From an optimization exercise on the open Yosys and OpenROAD flow, aimed at small area; shortcuts taken in it are not production practice.
Only simulation tests tie the RTL to the original design; equivalence was not proved.
No activity file was given, so power comes from the tool's default toggle rates.

// vga_char_86x32
module vga_char_86x32 #(
    parameter VGA_CLK_DIV = 1
)(
    input  logic         clk, rst_n,
    output logic         hsync, vsync,
    output logic         red, green, blue,
    output logic         req,
    output logic [ 6:0]  reqx,
    output logic [ 4:0]  reqy,
    input  logic [ 6:0]  ascii
);
Settings: LEC_CHECK=0, CAP_MARGIN=10, CORE_MARGIN=2, CORE_UTILIZATION=55, CTS_BUF_LIST=sky130_fd_sc_hd__clkbuf_16, CTS_CLUSTER_DIAMETER=100, CTS_CLUSTER_SIZE=27, GPL_TIMING_DRIVEN=0, SLEW_MARGIN=10, SYNTH_MEMORY_MAX_BITS=32768; clock period 20.0 ns.
standard.sh (not shown) runs the stock make flow with config.mk's settings and CLKGATE_MAP_FILE= SYNTH_SCRIPT=/design/flow/synth_recipe.tcl, a recipe that flattens the netlist after the stock synthesis.
==> flow/flow/run.sh <==
#!/bin/bash
# Layout flow: the standard ORFS flow, except that synthesis maps the
# combinational logic with an area-oriented ABC script (flow/abc_area_map.script)
# instead of ORFS's delay-oriented one.  Everything else -- the Yosys front end,
# flip-flop mapping, register names, floorplan, placement, CTS, routing -- is
# the standard.sh unchanged, but for the port buffers, which are the
# smallest buffer cell.  Each tool's output goes to a log of its own.
set -euo pipefail
W=$PWD
F=$W/flow

# synth_recipe.tcl with one addition: Yosys's abc command gets our script.
{
  head -n 1 synth_recipe.tcl
  cat <<TCL
proc abc {args} {
  set i [lsearch -exact \$args -script]
  if {\$i >= 0} { lset args [expr {\$i + 1}] $F/abc_area_map.script }
  yosys abc {*}\$args
}
TCL
  tail -n +2 synth_recipe.tcl
} > $W/area_synth.tcl

bash standard.sh SYNTH_SCRIPT=$W/area_synth.tcl synth > $W/synth.log 2>&1
bash standard.sh BUFFER_PORTS_ARGS="-buffer_cell sky130_fd_sc_hd__buf_1" finish > $W/layout.log 2>&1
test -s $W/out/final.def
==> flow/flow/abc_area_map.script <==
strash
&get -n
&dch
&nf -R 1000 -p -F 8 -A 4 -C 32
&put
strash
&get -n
&dch
&nf -R 1000 -p -F 8 -A 4 -C 32
&put
topo
Next try:
==> flow/flow/abc_area_map.script (replaced) <==
strash
dch
map -a
strash
dch
map -a
topo
--- a/flow/config.mk
+++ b/flow/config.mk
@@ -11,5 +11,5 @@
 export CTS_BUF_LIST = sky130_fd_sc_hd__clkbuf_16
 export CTS_CLUSTER_DIAMETER = 100
-export CTS_CLUSTER_SIZE = 27
+export CTS_CLUSTER_SIZE = 25
 export GPL_TIMING_DRIVEN = 0
 export SLEW_MARGIN = 10
After rerunning: First-iteration DRC count goes down by about 13%; power climbs by 1.4%; flip-flop and latch count does not change; synthesized area goes up by 0.85%; maximum frequency falls by 4.3%; critical path depth goes up by 2; clock-buffer cell count grows by 2.

========
north:
vga_char_86x32, a different RTL version from the one above (not shown whole).
Size: about 1400 cells after synthesis, about 630 flip-flops, roughly 27 I/O pins, roughly 0.017 mm² of cells after synthesis.
Settings: LEC_CHECK=0, CAP_MARGIN=10, CORE_MARGIN=2, CORE_UTILIZATION=55, CTS_BUF_LIST=sky130_fd_sc_hd__clkbuf_16, CTS_CLUSTER_DIAMETER=100, CTS_CLUSTER_SIZE=30, GPL_TIMING_DRIVEN=0, SLEW_MARGIN=10, SYNTH_MEMORY_MAX_BITS=32768; clock period 20.0 ns.
==> flow/flow/run.sh <==
#!/bin/bash
# Layout flow: the standard ORFS flow, except that synthesis maps the
# combinational logic with an area-oriented ABC script (flow/abc_area_map.script)
# instead of ORFS's delay-oriented one, and leaves adders to ABC rather than
# mapping them onto half/full-adder cells first (ADDER_MAP_FILE empty).  Everything else -- the Yosys front end,
# flip-flop mapping, register names, floorplan, placement, CTS, routing -- is
# the standard.sh unchanged, but for the port buffers, which are the
# smallest buffer cell.  Each tool's output goes to a log of its own.
set -euo pipefail
W=$PWD
F=$W/flow

# synth_recipe.tcl with one addition: Yosys's abc command gets our script.
{
  head -n 1 synth_recipe.tcl
  cat <<TCL
proc abc {args} {
  set i [lsearch -exact \$args -script]
  if {\$i >= 0} { lset args [expr {\$i + 1}] $F/abc_area_map.script }
  yosys abc {*}\$args
}
TCL
  tail -n +2 synth_recipe.tcl
} > $W/area_synth.tcl

bash standard.sh SYNTH_SCRIPT=$W/area_synth.tcl ADDER_MAP_FILE= synth > $W/synth.log 2>&1
bash standard.sh BUFFER_PORTS_ARGS="-buffer_cell sky130_fd_sc_hd__buf_1" finish > $W/layout.log 2>&1
test -s $W/out/final.def
==> flow/flow/abc_area_map.script <==
strash
&get -n
&dch
&nf -R 1000 -p -F 8 -A 4 -C 32
&put
strash
&get -n
&dch
&nf -R 1000 -p -F 8 -A 4 -C 32
&put
topo
north ran to completion and came out clean on the timing, design-rule and antenna checks.
Inputs modified between north and south:
Settings: SLEW_MARGIN changed from 10 to 20; CTS_CLUSTER_SIZE changed from 30 to 27; CAP_MARGIN changed from 10 to 20.
==> comparison <==
In the metrics for north and south, the one carrying the higher power in the clock group is south.
Vias: south more than north
[compare] base=north new=south: worst setup slack higher, final cell utilization of the core higher, switching power higher.

[port drivers added, routing unchanged]
Ports are ideal in the flow. The routed layouts listed here were re-timed in OpenROAD.
Step 1, drivers: a clkbuf_16 drives clk and a buf_2 each remaining input, both assumed.
Step 2 moves the port delays by t, midway between the first and last clock arrival at a register: inputs arrive t later, outputs are due t later. That takes back most of the time a late clock gives input paths.
a / b / c = ideal ports / drivers / drivers and shift; a / b = the first two.
| run | shift t [ns] | setup slack, ns | worst register clock-pin slew, ns | cell pins on the clock port's net |
|---|---|---|---|---|
| the first run of note 1 | 0.635 | 7.852 / 7.793 / 8.429 | 0.10 / 0.10 | 1 |
| the second run of note 1 | 0.629 | 7.300 / 7.246 / 7.875 | 0.11 / 0.11 | 1 |
| north | 0.619 | 8.844 / 8.788 / 9.407 | 0.12 / 0.12 | 1 |
| south | 0.629 | 9.037 / 8.978 / 9.607 | 0.10 / 0.10 | 1 |
After both steps every run listed still meets setup and hold.
